Background: an optimization exercise with open tools, aiming at small area. Do not read the settings as production practice.
RTL that was checked went through simulation tests only; none was proved equivalent to the original.
No activity file was given, so power comes from the tool's default toggle rates.

fjord:
## pong
module pong (
	input clk,
	input rst,
	input sw_r_u,
	input sw_r_d,
	input sw_l_u,
	input sw_l_d,
	output [9:0] ball_x,
	output [9:0] ball_y,
	output reg [9:0] paddle_r,
	output reg [9:0] paddle_l,
	output [2:0] Red,
	output [2:0] Green,
	output [1:0] Blue,
	output HS,
	output VS
);
For scale: roughly 56 I/O pins, roughly 5700 µm² of cells after synthesis.
clock: 20.0 ns
lec_check: 0
cap_margin: 20
core_margin: 2
core_utilization: 60
cts_buf_list: sky130_fd_sc_hd__clkbuf_2 sky130_fd_sc_hd__clkbuf_4 sky130_fd_sc_hd__clkbuf_8
cts_cluster_size: 20
gpl_timing_driven: 0
slew_margin: 20
standard.sh (not shown) runs the stock make flow with config.mk's settings and CLKGATE_MAP_FILE= SYNTH_SCRIPT=/design/flow/synth_recipe.tcl, a recipe that flattens the netlist after the stock synthesis.
==> flow/flow/run.sh <==
#!/bin/bash
# Own layout flow: the standard synthesis, then the combinational logic
# re-mapped by ABC for area (registers kept as synthesis named and typed
# them), then the standard ORFS steps with smaller port buffers.
set -euo pipefail
W=$(pwd)
R=$W/orfs/results/sky130hd/pong/base
bash standard.sh synth > $W/1_synth_make.log 2>&1
cp $R/1_2_yosys.v $W/1_2_yosys.std.v
yosys -c $W/flow/reabc.tcl > $W/1_reabc_yosys.log 2>&1
cp $W/1_2_yosys.reabc.v $R/1_2_yosys.v
bash standard.sh finish BUFFER_PORTS_ARGS="-buffer_cell sky130_fd_sc_hd__buf_1" CTS_ARGS="-sink_clustering_enable -repair_clock_nets -dont_use_dummy_load -buf_list {sky130_fd_sc_hd__clkbuf_2 sky130_fd_sc_hd__clkbuf_4 sky130_fd_sc_hd__clkbuf_8} -sink_clustering_size 20" > $W/2_finish_make.log 2>&1
==> flow/flow/area.abc <==
strash
&get -n
&st
&deepsyn -T 120
&dch -f
&nf -a -R 1000
&put
Other scripts of this flow, unchanged in this note and not shown: flow/flow/comb_cells.awk, flow/flow/dont_use.txt, flow/flow/reabc.tcl
What cedar does differently from fjord at the input level:
-- flow/flow/area.abc --
<<< fjord, line 4
&deepsyn -T 120
>>> cedar, line 4
&deepsyn -T 20
-- flow/config.mk --
<<< fjord, line 10
export CORE_UTILIZATION = 60
>>> cedar, line 10
export CORE_UTILIZATION = 40
--- outcome ---
Of cedar and fjord, the run reporting the lower pin count of the biggest net entering global routing was fjord. cedar gives more detailed-routed wire length on met2 than fjord did. Tap cell instance count went up by more than a quarter going from fjord to cedar. [cedar vs fjord] net switching power figure: higher in cedar.
What willow does differently from cedar at the input level:
-- flow/flow/area.abc --
<<< cedar, line 4
&deepsyn -T 20
>>> willow, line 4
&deepsyn -T 120
-- flow/config.mk --
<<< cedar, line 10
export CORE_UTILIZATION = 40
>>> willow, line 10
export CORE_UTILIZATION = 70
<<< cedar, line 14
>>> willow, line 14
export PLACE_DENSITY = 0.8
Results
Comparing willow and cedar, design area is higher on cedar. Compared with cedar, in willow portion of total power attributed to sequential cells has remained practically unchanged; power ~0 delta; worst setup slack after layout shows an increase of 0.26 ns; detailed route wirelength on metal2 lower. Switching component of the power: cedar vs willow — no meaningful difference. Delta (willow minus cedar): area of the mapped netlist essentially unchanged; final wirelength decreased about 4%.
No functional check of the RTL was part of any run of this note.

========
the reference run:
The RTL this note starts from:
==> flow/design.v <==
`timescale 1ns / 1ps
module debouncer (
    input clk,
    input rst,
    input en,
    input switch_input,
    output reg button_press
);
	reg sync_0, sync_1;
	reg [3:0] count;
	always @(posedge clk) begin
		if (rst) begin
			sync_0 <= 1'b0;
			sync_1 <= 1'b0;
			count <= 4'd0;
			button_press <= 1'b0;
		end else if (en) begin
			sync_0 <= switch_input;
			sync_1 <= sync_0;
			count <= sync_1 ? {count[3] ^ (&count[2:0]), count[2] ^ (&count[1:0]), count[1] ^ count[0], !count[0]} : 4'd0;
			button_press <= (&count) | (sync_1 & button_press);
		end
	end
endmodule
`timescale 1ns / 1ps
module button_sync(
    input clk,
    input rst,
    input en_in,
    input en_out,
    input early,
    input [3:0] buttons_in,
    output reg [3:0] buttons_out
);
    reg [3:0] btn_request;
    reg [3:0] btn_ack;
    reg [3:0] btn_latched;
    reg [3:0] ack_prev;    
    wire ack_seen = early ? |ack_prev : |btn_ack;
    always @(posedge clk) begin
        if (rst) begin
            btn_request <= 4'b0000;
        end else if (en_in) begin
            if (|(buttons_in & ~btn_request))
                btn_request <= buttons_in;
            else if (ack_seen)
                btn_request <= 4'b0000;
        end
    end
    always @(posedge clk) begin
        if (rst) begin
            btn_latched <= 4'b0000;
            btn_ack <= 4'b0000;
            ack_prev <= 4'b0000;
        end else if (en_out) begin
            btn_latched <= btn_request;
            btn_ack <= btn_latched;
            ack_prev <= btn_ack;
        end
    end
    always @* buttons_out = btn_ack & ~ack_prev;
endmodule
`timescale 1ns / 1ps
module frame_gen (
	input [10:0] ih,
	input [9:0] iv,
	input [9:0] ball_x,
	input [9:0] ball_y,
	input [9:0] paddle_r,
	input [9:0] paddle_l,
	output lit,
	output HS,
	output VS
);
	wire vis = (ih < 11'd800) && (iv < 10'd600);
	wire [9:0] pad = ih[9] ? paddle_r : paddle_l;
	reg [9:0] dp, dby, dbx;
	reg bp, bby, bbx;
	integer i;
	always @* begin
		bp = 1'b0; bby = 1'b0; bbx = 1'b0;
		for (i = 0; i < 10; i = i + 1) begin
			dp[i] = iv[i] ^ pad[i] ^ bp;
			bp = (!iv[i] & pad[i]) | (!(iv[i] ^ pad[i]) & bp);
			dby[i] = iv[i] ^ ball_y[i] ^ bby;
			bby = (!iv[i] & ball_y[i]) | (!(iv[i] ^ ball_y[i]) & bby);
			dbx[i] = ih[i] ^ ball_x[i] ^ bbx;
			bbx = (!ih[i] & ball_x[i]) | (!(ih[i] ^ ball_x[i]) & bbx);
		end
	end
	wire pad_row = !bp && (dp[9:5] == 5'd0) && (dp[4:0] != 5'd31);
	wire pad_col = (ih <= 11'd9) || (ih >= 11'd789);
	wire ball = !bby && (dby[9:4] == 6'd0) && (dby[3:0] <= 4'd10) &&
	            !bbx && (dbx[9:4] == 6'd0) && (dbx[3:0] <= 4'd10);
	wire border = (ih == 11'd0) || (ih == 11'd799) || (iv == 10'd0) || (iv == 10'd599);
	assign lit = vis && (ball || (pad_row && pad_col) || border);
	assign VS = !((iv >= 10'd637) && (iv < 10'd643));
	assign HS = !((ih >= 11'd856) && (ih < 11'd976));
endmodule
`timescale 1ns / 1ps
module pong (
	input clk,
	input rst,
	input sw_r_u,
	input sw_r_d,
	input sw_l_u,
	input sw_l_d,
	output [9:0] ball_x,
	output [9:0] ball_y,
	output reg [9:0] paddle_r,
	output reg [9:0] paddle_l,
	output [2:0] Red,
	output [2:0] Green,
	output [1:0] Blue,
	output HS,
	output VS
);
	function [10:0] step11;
		input [10:0] a;
		input en, dn;
		integer k;
		reg c;
		begin
			c = en;
			for (k = 0; k < 11; k = k + 1) begin
				step11[k] = a[k] ^ c;
				c = c & (a[k] ^ dn);
			end
		end
	endfunction
	function [8:0] add9;
		input [8:0] a, b;
		integer k;
		reg c;
		begin
			c = 1'b0;
			for (k = 0; k < 9; k = k + 1) begin
				add9[k] = a[k] ^ b[k] ^ c;
				c = (a[k] & b[k]) | (a[k] & c) | (b[k] & c);
			end
		end
	endfunction
	reg [10:0] ih;
	reg [9:0] iv;
	reg [1:0] tq;
	wire line_end = ih[10] & (&ih[3:0]);                   
	wire frame_end = iv[9] & iv[7] & iv[4] & iv[3] & iv[0];  
	wire t4 = iv[0] ^ ih[4] ^ !ih[3];
	wire t15 = (ih[3:0] == 4'b0111);                         
	always @(posedge clk) begin
		if (rst) begin
			ih <= 11'd856;
			iv <= 10'd637;
			tq <= 2'd0;
		end else begin
			if (line_end) begin
				ih <= 11'd0;
				iv <= frame_end ? 10'd0 : step11({1'b0, iv}, 1'b1, 1'b0);
			end else begin
				ih <= step11(ih, 1'b1, 1'b0);
			end
			if (t15 & t4)
				tq <= tq + 2'd1;
		end
	end
	wire deb_tick = (ih[2:0] == 3'd3);    
	wire frm_tick = t15 & t4 & (&tq);     
	wire sw_0, sw_1, sw_2, sw_3;
	wire [3:0] buttons_out;
	debouncer d0 (.clk(clk), .rst(rst), .en(deb_tick), .switch_input(sw_r_u), .button_press(sw_0));
	debouncer d1 (.clk(clk), .rst(rst), .en(deb_tick), .switch_input(sw_r_d), .button_press(sw_1));
	debouncer d2 (.clk(clk), .rst(rst), .en(deb_tick), .switch_input(sw_l_u), .button_press(sw_2));
	debouncer d3 (.clk(clk), .rst(rst), .en(deb_tick), .switch_input(sw_l_d), .button_press(sw_3));
	button_sync btn_sync (
		.clk(clk), .rst(rst),
		.en_in(deb_tick), .en_out(frm_tick), .early(!t4 && tq == 2'd0),
		.buttons_in({sw_0, sw_1, sw_2, sw_3}),
		.buttons_out(buttons_out)
	);
	wire r_up = buttons_out[0] && (paddle_r <= 10'd568);
	wire r_dn = buttons_out[1] && (paddle_r != 10'd0);
	wire [9:0] r_sum = {add9(paddle_r[9:1], r_up ? 9'd5 : 9'd507), paddle_r[0]};
	wire l_up = buttons_out[2] && (paddle_l <= 10'd568);
	wire l_dn = buttons_out[3] && (paddle_l != 10'd0);
	wire [9:0] l_sum = {add9(paddle_l[9:1], l_up ? 9'd5 : 9'd507), paddle_l[0]};
	always @(posedge clk) begin
		if (rst) begin
			paddle_r <= 10'd300;
			paddle_l <= 10'd300;
		end else if (frm_tick) begin
			if (r_up)
				paddle_r <= (paddle_r >= 10'd560) ? 10'd569 : r_sum;
			else if (r_dn)
				paddle_r <= (paddle_r < 10'd10) ? 10'd0 : r_sum;
			if (l_up)
				paddle_l <= (paddle_l >= 10'd560) ? 10'd569 : l_sum;
			else if (l_dn)
				paddle_l <= (paddle_l < 10'd10) ? 10'd0 : l_sum;
		end
	end
	reg [9:1] by;
	reg [9:1] bx;
	reg right, up;
	assign ball_y = {by, 1'b0};
	assign ball_x = {bx, by[1]};
	wire [9:0] pad = right ? paddle_r : paddle_l;
	reg [10:0] dcol;
	reg [9:0] byp;
	reg cb, cc;
	integer j;
	always @* begin
		cc = 1'b0;
		byp[0] = 1'b0;
		for (j = 1; j < 10; j = j + 1) begin
			byp[j] = by[j] ^ (j == 1 || j == 3) ^ cc;
			cc = (by[j] & ((j == 1) || (j == 3))) | (by[j] & cc) | (((j == 1) || (j == 3)) & cc);
		end
		cb = 1'b0;
		for (j = 0; j < 10; j = j + 1) begin
			dcol[j] = byp[j] ^ pad[j] ^ cb;
			cb = (!byp[j] & pad[j]) | (!(byp[j] ^ pad[j]) & cb);
		end
		dcol[10] = cb ^ cc;
	end
	wire col_x = right ? (ball_x == 10'd779) : (ball_x == 10'd9);
	wire hit_paddle = col_x && !dcol[10] && (dcol[9:0] <= 10'd40);
	wire hit_side = up ? (by == 9'd0) : (by >= 9'd295);     
	wire miss = (ball_x == 10'd0) || (ball_x > 10'd792);
	wire nright = right ^ hit_paddle;
	wire nup = up ^ (hit_side & !hit_paddle);
	always @(posedge clk) begin
		if (rst) begin
			bx <= 9'd200;
			by <= 9'd150;
			right <= 1'b1;
			up <= 1'b0;
		end else if (frm_tick) begin
			if (miss) begin
				bx <= 9'd200;
				by <= 9'd150;
				right <= 1'b1;
				up <= 1'b1;
			end else begin
				bx <= step11({2'b0, bx}, nright ? ball_x[0] : !ball_x[0], !nright);
				by <= step11({2'b0, by}, 1'b1, nup);
				right <= nright;
				up <= nup;
			end
		end
	end
	wire lit;
	frame_gen frm (
		.ih(ih), .iv(iv),
		.ball_x(ball_x), .ball_y(ball_y),
		.paddle_r(paddle_r), .paddle_l(paddle_l),
		.lit(lit), .HS(HS), .VS(VS)
	);
	assign Red = {3{lit}};
	assign Green = {3{lit}};
	assign Blue = {2{lit}};
endmodule
==> flow/config.mk <==
export PLATFORM = sky130hd
export DESIGN_NAME = pong
export DESIGN_NICKNAME = pong
export VERILOG_FILES = /design/flow/design.v
export SDC_FILE = /design/flow/constraint.sdc
export NUM_CORES = 4
export LEC_CHECK = 0
export CAP_MARGIN = 20
export CORE_MARGIN = 2
export CORE_UTILIZATION = 60
export CTS_BUF_LIST = sky130_fd_sc_hd__clkbuf_2 sky130_fd_sc_hd__clkbuf_4 sky130_fd_sc_hd__clkbuf_8
export CTS_CLUSTER_SIZE = 20
export GPL_TIMING_DRIVEN = 0
export SLEW_MARGIN = 20
==> flow/constraint.sdc <==
create_clock -name core_clock -period 20.0 [get_ports {clk}]
set_input_delay 4.0000 -clock core_clock [delete_from_list [all_inputs] [get_ports {clk}]]
set_output_delay 4.0000 -clock core_clock [all_outputs]
set_load 0.01 [all_outputs]
==> flow/flow/area.abc <==
strash
&get -n
&st
&deepsyn -T 120
&dch -f
&nf -a -R 1000
&put
==> flow/flow/reabc.tcl <==
# Re-map the combinational part of the standard synthesis netlist for area.
# Registers (and tie cells) stay the cells and names synthesis gave them.
yosys -import
set lib $::env(FLOW_HOME)/platforms/sky130hd/lib/sky130_fd_sc_hd__tt_025C_1v80.lib
set w [pwd]
# logic models of the library's combinational cells, used as a techmap
read_liberty -ignore_miss_func $lib
write_verilog -noattr $w/cells_all.v
design -reset
exec awk -f $w/flow/comb_cells.awk $w/cells_all.v > $w/cells_comb.v
read_liberty -lib $lib
read_verilog $w/1_2_yosys.std.v
hierarchy -top pong
tee -o $w/reabc_stat_before.txt stat -liberty $lib
techmap -map $w/cells_comb.v
techmap
opt -fast
yosys rename -hide w:*.*
opt_clean -purge
abc -liberty $lib {*}[exec cat $w/flow/dont_use.txt] -script $w/flow/area.abc
opt_clean -purge

hilomap -singleton -hicell sky130_fd_sc_hd__conb_1 HI -locell sky130_fd_sc_hd__conb_1 LO
opt_clean -purge
tee -o $w/reabc_stat_after.txt stat -liberty $lib
check -assert -mapped
write_verilog -nohex -nodec $w/1_2_yosys.reabc.v
Scripts as last shown in full above: flow/flow/run.sh
Other scripts of this flow, unchanged in this note and not shown: flow/flow/comb_cells.awk, flow/flow/dont_use.txt
## Diff of input files: the trial run against the reference run
diff --git a/flow/flow/run.sh b/flow/flow/run.sh
--- a/flow/flow/run.sh
+++ b/flow/flow/run.sh
@@ -4 +4,2 @@
-# them), then the standard ORFS steps with smaller port buffers.
+# them; the best of four ABC seeds is kept), then the standard ORFS steps
+# with the smallest port buffers and a clock tree without dummy loads.
@@ -10,2 +11,22 @@
-yosys -c $W/flow/reabc.tcl > $W/1_reabc_yosys.log 2>&1
-cp $W/1_2_yosys.reabc.v $R/1_2_yosys.v
+
+# logic models of the library's combinational cells, for the re-mapping
+LIB=$FLOW_HOME/platforms/sky130hd/lib/sky130_fd_sc_hd__tt_025C_1v80.lib
+yosys -p "read_liberty -ignore_miss_func $LIB; write_verilog -noattr $W/cells_all.v" > $W/1_cells_yosys.log 2>&1
+awk -f $W/flow/comb_cells.awk $W/cells_all.v > $W/cells_comb.v
+
+for s in 1 2 3 4; do
+  sed "s/@SEED@/$s/" $W/flow/area.abc > $W/reabc_s$s.abc
+  REABC_TAG=s$s yosys -c $W/flow/reabc.tcl > $W/1_reabc_s$s.log 2>&1 &
+done
+wait
+best=""; best_area=""
+for s in 1 2 3 4; do
+  f=$W/reabc_stat_s$s.txt
+  [[ -f $f && -f $W/1_2_yosys.reabc_s$s.v ]] || continue
+  a=$(awk '/Chip area/ {print $NF}' $f)
+  echo "seed $s: $a" >> $W/reabc_choice.txt
+  if [[ -z "$best" ]] || awk -v a=$a -v b=$best_area 'BEGIN{exit !(a < b)}'; then best=s$s; best_area=$a; fi
+done
+echo "chosen: $best ($best_area)" >> $W/reabc_choice.txt
+cp $W/1_2_yosys.reabc_$best.v $R/1_2_yosys.v
+
==> flow/flow/area.abc <==
strash
&get -n
&st
&deepsyn -T 60 -S @SEED@
&dch -f
&nf -a -R 1000
&put
==> flow/flow/reabc.tcl <==
# Re-map the combinational part of the standard synthesis netlist for area.
# Registers (and tie cells) stay the cells and names synthesis gave them.
# REABC_TAG names this run's files; its ABC script is reabc_<tag>.abc.
yosys -import
set lib $::env(FLOW_HOME)/platforms/sky130hd/lib/sky130_fd_sc_hd__tt_025C_1v80.lib
set w [pwd]
set tag $::env(REABC_TAG)
read_liberty -lib $lib
read_verilog $w/1_2_yosys.std.v
hierarchy -top $::env(FLOW_TOP)
tee -o $w/reabc_stat_before.txt stat -liberty $lib
# logic models of the library's combinational cells (cells_comb.v)
techmap -map $w/cells_comb.v
techmap
opt -fast
yosys rename -hide w:*.*
opt_clean -purge
abc -liberty $lib {*}[exec cat $w/flow/dont_use.txt] -script $w/reabc_$tag.abc
opt_clean -purge
hilomap -singleton -hicell sky130_fd_sc_hd__conb_1 HI -locell sky130_fd_sc_hd__conb_1 LO
opt_clean -purge
tee -o $w/reabc_stat_$tag.txt stat -liberty $lib
check -assert -mapped
write_verilog -nohex -nodec $w/1_2_yosys.reabc_$tag.v
--- outcome ---
- Critical path depth | the trial run below the reference run
- As of the trial run, design area had fallen slightly compared to the reference run.
- Die outline width: the trial run vs the reference run, no meaningful difference

[separate check: timing with driven ports]
Ports are ideal in the flow. The routed layouts listed here were re-timed in OpenROAD.
Step 1 (the two cells are an assumption about what drives the block):
set clk [get_ports {clk}]
set_driving_cell -lib_cell sky130_fd_sc_hd__clkbuf_16 $clk
set_driving_cell -lib_cell sky130_fd_sc_hd__buf_2 [delete_from_list [all_inputs] $clk]
Step 2 moves the port delays by t, midway between the first and last clock arrival at a register: inputs arrive t later, outputs are due t later. That takes back most of the time a late clock gives input paths.
a / b / c = no drivers / after step 1 / after step 2; a / b = the first two.
run | shift t [ns] | slack for setup (ns) | pins driven straight from the clock port
fjord | 0.392 | 12.490 / 12.456 / 12.848 | 1
cedar | 0.414 | 12.202 / 12.166 / 12.580 | 1
willow | 0.388 | 12.465 / 12.432 / 12.820 | 1
the reference run | 0.397 | 11.978 / 11.943 / 12.341 | 1
the trial run | 0.402 | 12.551 / 12.516 / 12.918 | 1
After both steps setup and hold are still met in every run listed.
